Background: an optimization exercise with open tools, aiming at small area, a short achievable clock period and few clock cycles per item. Do not read the settings as production practice.
The RTL was checked by simulation tests, not by an equivalence proof against the original design.

`flow/run.sh`:
```
#!/bin/bash
# synth_recipe.tcl (not shown) runs the flow's synth.tcl, then flattens the netlist and writes it again
# the make line also repeats each setting of config.mk as NAME=value (left out here)
make -C /OpenROAD-flow-scripts/flow DESIGN_CONFIG=/design/flow/config.mk WORK_HOME=/design/flow/orfs CLKGATE_MAP_FILE= SYNTH_SCRIPT=/design/flow/synth_recipe.tcl finish
```
`flow/config.mk`:
```
export PLATFORM = sky130hd
export DESIGN_NAME = tnn_conv
export DESIGN_NICKNAME = tnn_conv
export VERILOG_FILES = /design/flow/design.v
export SDC_FILE = /design/flow/constraint.sdc
export NUM_CORES = 4
export LEC_CHECK = 0
export CAP_MARGIN = 20
export CORE_MARGIN = 2
export CORE_UTILIZATION = 40
export SLEW_MARGIN = 20
```
`flow/design.v`:
```
module select_unit(clk,rst_n,select_in,kernel,select_out);
parameter FEATURE_WIDTH = 32; 
parameter KERNEL_WIDTH = 2;
input   clk;
input   rst_n;
input   signed [FEATURE_WIDTH-1:0]                          select_in;
input   signed [KERNEL_WIDTH - 1 : 0]                       kernel;
output  reg signed [FEATURE_WIDTH-1:0]                      select_out;
always @(posedge clk or negedge rst_n)
    begin
        if(!rst_n)
            select_out <= 0;
        else
            begin
            if(kernel == 1)
                select_out <= select_in;
            else if(kernel == -1)
                select_out <= -select_in;
            else 
                select_out <= 0;
            end
    end
endmodule
module add_unit(clk,rst_n,adder_a,adder_b,adder_out);    
    parameter data_in_width = 32;
input clk;
input rst_n;
input [data_in_width-1:0] adder_a;
input [data_in_width-1:0] adder_b;
output [data_in_width-1:0]adder_out;
reg [data_in_width:0]sum;
always@(posedge clk or negedge rst_n)
begin
    if(!rst_n)
        sum <= 0;
    else
        sum <= adder_a + adder_b;
end
assign adder_out = sum[data_in_width - 1:0];
endmodule
module mult_scaler(clk,rst_n,in1,in2,out);
parameter FEATURE_WIDTH = 32;
parameter SCALER_WIDTH = 32;
input                                                   clk;
input                                                   rst_n;
input  signed [ FEATURE_WIDTH - 1 : 0 ]                 in1;
input  signed [ SCALER_WIDTH - 1 : 0 ]                  in2;
output signed[ FEATURE_WIDTH - 1 : 0 ]                  out;
reg    signed [ FEATURE_WIDTH + SCALER_WIDTH  - 1 :0]   temp_out;
always@(posedge clk or negedge rst_n)
    if(!rst_n)
        temp_out<= 0;
    else
        temp_out <= in1 * in2;
assign out = temp_out>>>16;
endmodule
module CLP( 
    clk,
    rst_n,
    feature_in,
    weight_in,
    weight_scaler,
    bias_in,
    feature_out
    );
parameter Tn = 2;
parameter Tm = 1;
parameter KERNEL_SIZE = 5;
parameter KERNEL_WIDTH = 2;
parameter SCALER_WIDTH = 32;
parameter FEATURE_WIDTH = 32;
parameter FEATURE_SIZE = 28;
parameter ADDER_TREE_CELL=63;
parameter ADDER_TREE_CELL2 = 3;
parameter BIAS_WIDTH = 32;
input clk;
input rst_n;
input        [ Tn * KERNEL_SIZE * KERNEL_SIZE * FEATURE_WIDTH - 1 : 0 ]                  feature_in;
input        [ Tn * Tm * KERNEL_SIZE * KERNEL_SIZE * KERNEL_WIDTH - 1 : 0 ]              weight_in;
input        [ SCALER_WIDTH - 1 : 0 ]                                                    weight_scaler;
input        [ Tm * BIAS_WIDTH - 1 : 0 ]                                                 bias_in;
output       [ Tm * FEATURE_WIDTH - 1 : 0 ]                                              feature_out;
wire        [ FEATURE_WIDTH - 1 : 0 ]                                                   feature_in_wire[Tn * KERNEL_SIZE * KERNEL_SIZE - 1:0];
wire        [ KERNEL_WIDTH - 1 : 0 ]                                                    weight_in_wire[Tn * Tm * KERNEL_SIZE * KERNEL_SIZE - 1 : 0];
wire        [ FEATURE_WIDTH - 1 : 0 ]                                                   select_out_wire[Tn * Tm * KERNEL_SIZE * KERNEL_SIZE - 1 : 0];
wire signed [ FEATURE_WIDTH - 1 :0 ]                                                    adder_tree_wire[Tn * Tm * ADDER_TREE_CELL - 1 : 0];
wire signed [ FEATURE_WIDTH - 1 : 0 ]                                                   scaler_out[Tm - 1 : 0];
wire signed [ FEATURE_WIDTH - 1 : 0 ]                                                   adder_tree_wire2[Tm * ADDER_TREE_CELL2 - 1 : 0];
wire signed [ FEATURE_WIDTH - 1 : 0 ]                                                   bias_out[Tm - 1 : 0];
genvar i;
genvar j;
genvar k;
genvar x;
genvar y;
genvar z;
generate
    for(i = 0 ; i < Tn ; i = i + 1) begin:feature_in_wire_i
        for(j = 0 ; j < KERNEL_SIZE ; j = j + 1) begin:feature_in_wire_j
            for(k = 0 ; k < KERNEL_SIZE; k = k + 1) begin:feature_in_wire_k
                assign feature_in_wire[i * KERNEL_SIZE * KERNEL_SIZE + j * KERNEL_SIZE + k] 
                        = feature_in[i * KERNEL_SIZE * KERNEL_SIZE * FEATURE_WIDTH + j * KERNEL_SIZE * FEATURE_WIDTH + k * FEATURE_WIDTH  + FEATURE_WIDTH - 1 :
                                     i * KERNEL_SIZE * KERNEL_SIZE * FEATURE_WIDTH + j * KERNEL_SIZE * FEATURE_WIDTH + k * FEATURE_WIDTH  ];
            end
        end
    end
endgenerate
generate
    for(i = 0 ; i < Tm;i = i + 1) begin:weight_in_wire_i
        for(j = 0 ; j < Tn; j = j + 1) begin:weight_in_wire_j
            for(k = 0 ; k < KERNEL_SIZE ; k = k + 1) begin:weight_in_wire_k
                for(x = 0 ; x < KERNEL_SIZE ; x = x+ 1) begin:weight_in_wire_x
                    assign weight_in_wire[i * Tn * KERNEL_SIZE * KERNEL_SIZE + j * KERNEL_SIZE * KERNEL_SIZE + k * KERNEL_SIZE + x]
                            = weight_in[i * Tn * KERNEL_SIZE * KERNEL_SIZE * KERNEL_WIDTH + j * KERNEL_SIZE * KERNEL_SIZE * KERNEL_WIDTH + k * KERNEL_SIZE * KERNEL_WIDTH + x * KERNEL_WIDTH + KERNEL_WIDTH - 1 :
                                        i * Tn * KERNEL_SIZE * KERNEL_SIZE * KERNEL_WIDTH + j * KERNEL_SIZE * KERNEL_SIZE * KERNEL_WIDTH + k * KERNEL_SIZE * KERNEL_WIDTH + x * KERNEL_WIDTH];
                end
            end
        end
    end
endgenerate
generate 
    for(x = 0; x < Tm;x = x + 1) begin:select_m
        for(k = 0; k < Tn; k = k + 1) begin:select_n
            for(i = 0; i < KERNEL_SIZE; i = i + 1) begin:select_r
               for(j = 0; j < KERNEL_SIZE; j = j + 1) begin:select_c
                   select_unit my_select_unit(
                                        .clk(clk),
                                        .rst_n(rst_n),
                                        .select_in(feature_in_wire[k * KERNEL_SIZE * KERNEL_SIZE + i * KERNEL_SIZE + j]),
                                        .kernel(weight_in_wire[x * Tn *KERNEL_SIZE *KERNEL_SIZE + k * KERNEL_SIZE * KERNEL_SIZE + i * KERNEL_SIZE + j]),                                
                                        .select_out(select_out_wire[x * Tn * KERNEL_SIZE * KERNEL_SIZE + k * KERNEL_SIZE * KERNEL_SIZE + i * KERNEL_SIZE + j])
                                        );
                end
            end
        end
    end
endgenerate 
generate
    for(x = 0; x < Tm;x = x + 1) begin:adder_tree_wire_m
        for(k = 0; k < Tn; k = k + 1) begin:adder_tree_wire_n
            for(z = (ADDER_TREE_CELL - 1)/2 + KERNEL_SIZE * KERNEL_SIZE ; z < ADDER_TREE_CELL;z = z + 1) begin:adder_tree_wire_z
                assign adder_tree_wire[x * Tn * ADDER_TREE_CELL + k *ADDER_TREE_CELL + z] = 0;
            end
            for (i = 0; i < KERNEL_SIZE; i = i + 1) begin:adder_tree_i
                for(j = 0;j < KERNEL_SIZE;j = j + 1) begin:adder_tree_j
                   assign adder_tree_wire[x * Tn * ADDER_TREE_CELL + k * ADDER_TREE_CELL + i * KERNEL_SIZE + j + (ADDER_TREE_CELL - 1)/2 ]
                              =select_out_wire[x * Tn * KERNEL_SIZE * KERNEL_SIZE + k * KERNEL_SIZE * KERNEL_SIZE   + i * KERNEL_SIZE + j];
                end
            end
        end
    end
endgenerate
generate 
    for(x = 0; x < Tm;x = x + 1) begin:add_m
        for(k = 0; k < Tn; k = k + 1) begin:add_n
            for(i =ADDER_TREE_CELL - 1; i >= 1;i = i - 2) begin:add_i
                      add_unit my_adder_tree(
                        .clk(clk),
                        .rst_n(rst_n),
                        .adder_a(adder_tree_wire[x * Tn * ADDER_TREE_CELL  + k * ADDER_TREE_CELL  + (i - 1)]),
                        .adder_b(adder_tree_wire[x * Tn * ADDER_TREE_CELL  + k * ADDER_TREE_CELL  + i]),
                        .adder_out(adder_tree_wire[x * Tn * ADDER_TREE_CELL + k * ADDER_TREE_CELL  + (i/2) -1])
                      );
            end
        end
    end
endgenerate
generate
    for(i = 0 ; i < Tm ; i = i + 1) begin:adder_tree_wire2_i
        for(j = 0 ; j < Tn ; j = j + 1) begin:adder_tree_wire2_j
            assign adder_tree_wire2[ i * ADDER_TREE_CELL2 + j + ( ADDER_TREE_CELL2 - 1 ) / 2 ] = adder_tree_wire[i * Tn * ADDER_TREE_CELL + j * ADDER_TREE_CELL];
        end
    end
endgenerate
generate
    for(i = 0 ; i < Tm ; i = i + 1) begin:add_2_i
        for(j = ADDER_TREE_CELL2 - 1 ; j >= 1;j = j - 2) begin:add2_j
             add_unit my_adder_tree2(
                               .clk(clk),
                               .rst_n(rst_n),
                               .adder_a(adder_tree_wire2[ i * ADDER_TREE_CELL2  + (j - 1)]),
                               .adder_b(adder_tree_wire2[ i * ADDER_TREE_CELL2 + j]),
                               .adder_out(adder_tree_wire2[ i * ADDER_TREE_CELL2  + ( j / 2 ) - 1])
                             );
        end
    end
endgenerate
generate 
    for(i = 0; i < Tm;i = i + 1) begin:mult_i
            mult_scaler my_mult_scaler(
                                        .clk(clk),
                                        .rst_n(rst_n),
                                        .in1(adder_tree_wire2[i * ADDER_TREE_CELL2]),
                                        .in2(weight_scaler),
                                        .out(scaler_out[i])
                                        );
    end
endgenerate
generate
    for(i = 0; i < Tm;i = i + 1) begin:add_bias_i
            add_unit bias_add(
                                .clk(clk),
                                .rst_n(rst_n),
                                .adder_a(scaler_out[i]),
                                .adder_b(bias_in[i * BIAS_WIDTH + BIAS_WIDTH - 1 : i * BIAS_WIDTH]),
                                .adder_out(bias_out[i])
                            );
    end
endgenerate
generate
    for(i = 0 ; i < Tm ; i = i + 1) begin:feature_out_i
        assign feature_out[i * FEATURE_WIDTH + FEATURE_WIDTH - 1 : i * FEATURE_WIDTH] = bias_out[i];
    end
endgenerate
endmodule
module tnn_conv(
    input               clk,
    input               rst_n,
    input               in_valid,
    output              in_ready,
    input  [1599:0]     feature_in,      
    input  [99:0]       weight_in,       
    input  [31:0]       scaler_in,
    input  [31:0]       bias_in,         
    output              out_valid,
    output [31:0]       feature_out      
    );
localparam LATENCY = 9;
reg [LATENCY - 1 : 0] valid_pipe;
always@(posedge clk or negedge rst_n)
    if(!rst_n)
        valid_pipe <= 0;
    else
        valid_pipe <= {valid_pipe[LATENCY - 2 : 0], in_valid};
assign in_ready  = 1'b1;
assign out_valid = valid_pipe[LATENCY - 1];
CLP #(
        .Tn(2),
        .Tm(1),
        .ADDER_TREE_CELL2(3)
    ) CLP0(
        .clk(clk),
        .rst_n(rst_n),
        .feature_in(feature_in),
        .weight_in(weight_in),
        .weight_scaler(scaler_in),
        .bias_in(bias_in),
        .feature_out(feature_out)
    );
endmodule
```
`flow/constraint.sdc`:
```
create_clock -name core_clock -period 8.5 [get_ports {clk}]
set_input_delay 1.7000 -clock core_clock [delete_from_list [all_inputs] [get_ports {clk}]]
set_output_delay 1.7000 -clock core_clock [all_outputs]
set_load 0.01 [all_outputs]
```
==> results.json <==
{
  "antenna_found_initial": 322,
  "crit_slowest_cell": "fa_1",
  "ys.flop_type": "dfrtp_1",
  "top_level_ports": 1801,
  "yosys_register_bits": 3433,
  "synthesis.area_sq_um": 226000,
  "seq_area_frac_synth_pct": 38.0,
  "cap_viol_max_count": 0,
  "clock.fmax_ghz": 0.121,
  "dp.final_hpwl_um": 648000,
  "cts_tree": "built",
  "initialDrtViolationCount": 11772,
  "viasPerCell": 5.27,
  "dieWidth_um": 755,
  "die_y_um": 755,
  "required_ps": 9340,
  "grt-ovfl-total": 0,
  "rsz0062_at_grt": "no",
  "drc_errors": 0,
  "setup_viol": 0,
  "clkTransAtPathRegs_ps": 60,
  "io_buffers": 1799,
  "period_share_pct": 97.5,
  "clock-sinks": 3433,
  "dr.pass1.iters": 8,
  "cp_data_arrival_time_ps": 9130,
  "critPathTopFamily": "adder cells",
  "startpoint_type": "input port",
  "rows": 276,
  "core_sq_um": 564000,
  "maxSlewHeadroom_pct": 6.96,
  "start_util_pct": 40.1,
  "status": "finished clean",
  "cp_max_fo": 10,
  "post_drt_wl_per_cell_um": 23.7,
  "crit_type": "input port to flop",
  "die-area_sq_um": 571000,
  "grt_max_degree": 178,
  "grt_use_total_pct": 26.5,
  "cts_made_buffers": 388,
  "grt_pass1_wl_um": 1120000,
  "cts_max_level": 5,
  "drive_gt1_share_pct": 4.83,
  "clkLatencyLatePin_ps": 1020,
  "placed_cells": 31730,
  "worst-path-buf-inv": 8,
  "critPathMaxStageDelay_ps": 590,
  "wl_um": 776000,
  "min_path_type": "flop to flop",
  "ant_nets": 0,
  "final_cells": 32670,
  "synth.distinct_cells": 80,
  "syn_avg_cell_area_sq_um": 10.0,
  "fin_nets": 29049,
  "r2r_slack_ps": 560,
  "synth-async-reset-ratio_pct": 100,
  "synth_cells": 22570,
  "crit_top_cell": "fa_1",
  "routabilityCongestion": 0.995,
  "fin_crit_ps": 8290,
  "slew_viol_final": 0,
  "synth_nets": 26988,
  "skew_ps": 88.6,
  "vias": 172116,
  "worst_pin_slew_ps": 1390,
  "end_kind": "flop",
  "clock_path_buffers": 4,
  "hold_violations": 0,
  "synth-edff-count": 0,
  "cts-root-buf": "clkbuf_16",
  "syn2layout_area_growth_pct": 19.3,
  "grt_pass1_vias": 171570,
  "ys_warn_count": 5
}
-- final timing paths --
kind	startpoint	to	cells after the start
max	scaler_in[14]	CLP0.mult_i[0].my_mult_scaler.temp_out[47]	29
min	flop	flop	0
max reg2reg	CLP0.add_2_i[0].add2_j[2].my_adder_tree2.sum[19]	CLP0.mult_i[0].my_mult_scaler.temp_out[47]	27
min reg2reg	flop	flop	0
max in group asynchronous	rst_n	async pin	3
min in group asynchronous	rst_n	async pin	1
-- cells by family (layout without fill, tap and decap cells) --
logic type | after synthesis | after routing | share of synthesized area (%)
adder cells (fa/ha/maj) | 2651 | 2651 | 17.6
other | 1 | 215 | 0.00166
XOR/XNOR | 2974 | 2974 | 11.5
AND/OR/NAND/NOR | 6897 | 6897 | 16.1
flip-flops | 3433 | 3433 | 38.0
multiplexers | 52 | 52 | 0.231
AO/OA/AOI/OAI | 4681 | 4681 | 13.3
buffers and inverters | 1881 | 4261 | 3.13
-- final cells by class --
cell class | instances | area (sq um)
well taps | 7506 | 9390
clock buffers | 519 | 11100
repair buffers | 2155 | 21400
flip-flops and latches | 3433 | 85900
diodes | 214 | 536
multi-input cells | 17256 | 133000
inverters | 1397 | 5240
fillers | 52164 | 294000
clock inverters | 190 | 2820
-- cell usage in the layout, fill, tap and decap left out, types with 401 or more instances in the layout --
master,netlist,routed
inv_1,1397,1397
o21ai_0,1176,1174
clkbuf_16,0,401
ha_1,1763,1759
fa_1,888,879
nand2_1,1614,1612
a21o_1,499,499
and2_1,2010,2007
nor2_1,993,993
xnor2_1,2594,2592
a21oi_1,1174,1169
o31ai_1,471,471
clkdlybuf4s50_1,0,1766
dfrtp_1,3433,3422
-- per-layer routing --
| layer | vias up | global-route usage [%] | wire, um |
|---|---|---|---|
| met5 | - | 0 | 774 |
| met4 | 116 | 15.8 | 52500 |
| met3 | 1637 | 4.40 | 42200 |
| met2 | 4785 | 44.7 | 373000 |
| met1 | 84102 | 31.7 | 307000 |
| li1 | 81476 | - | - |
-- what timing repair did --
item | 4_1_cts | 5_1_grt
gates cloned | 0 | 7
hold buffers | 0 | 0
gates resized for setup | 0 | 62
setup endpoints to repair | 1 | 12
setup buffers | 0 | 8
pin swaps | 1 | 34
-- synth_stat cells, drive strengths merged, types with 84 or more instances --
cell type	n	area [sq um]
dfrtp	3433	85900
xnor2	2594	22700
and2	2010	12600
ha	1763	22100
nand2	1614	6060
inv	1397	5240
o21ai	1179	5900
a21oi	1174	5880
nor2	993	3730
fa	888	17800
a21o	499	3750
o31ai	473	3580
clkbuf	415	1560
nand2b	400	2500
xor2	380	3330
or3	350	2200
o21a	335	2510
nor2b	324	2030
nor3	297	1490
or4	243	1830
nand3	230	1150
o41ai	213	1870
o21bai	110	826
a211oi	109	818
or2	94	588
nor4	92	576
a31oi	86	538
and3	84	526
-- metrics by stage --
stage | cell area (sq um) | util [%] | setup TNS (ps) | worst slack (ps) | hold slack [ps]
4_1_cts | 269000 | 47.6 | 0 | 26.8 | 318
6_report | 269000 | 47.8 | 0 | 208 | 315
5_1_grt | 269000 | 47.8 | 0 | 5.25 | 337
3_5_place_dp | 255000 | 45.2 | -18400 | -1040 | 335
3_3_place_gp | 255000 | 45.2 | -17680 | -1020 | 332
2_1_floorplan | 226000 | - | 0 | 0.276 | 331
Testbench counts, summed over its fixed seeds: cycles 6,688, items 6,400.

re-timing with driven ports:
No port has a modelled driver above. Below, the same layout with a new extraction and two added sets of constraints. Step 1 sets driving cells, clkbuf_16 on the clock port and buf_2 on the other inputs (assumed; they add their load-dependent delay and slew). Step 2 times the ports against the registers' clock, not the clock port: input delays grow and output delays shrink by t, the midpoint of the rising clock arrivals with the driver on. Three values: ideal, step 1, step 2; two values: the first two.
t, ns: 1.117
setup WS [ns]: 0.208 / 0.321 / -0.796
latest minus earliest clock arrival (ns): 0.108 / 0.108
slew at the worst register clock pin (ns): 0.08 / 0.08
Met with ideal ports but missed after step 2: setup timing in this run. For this run, drivers alone change the setup slack by +0.113 ns; drivers and shift together by -1.004 ns.
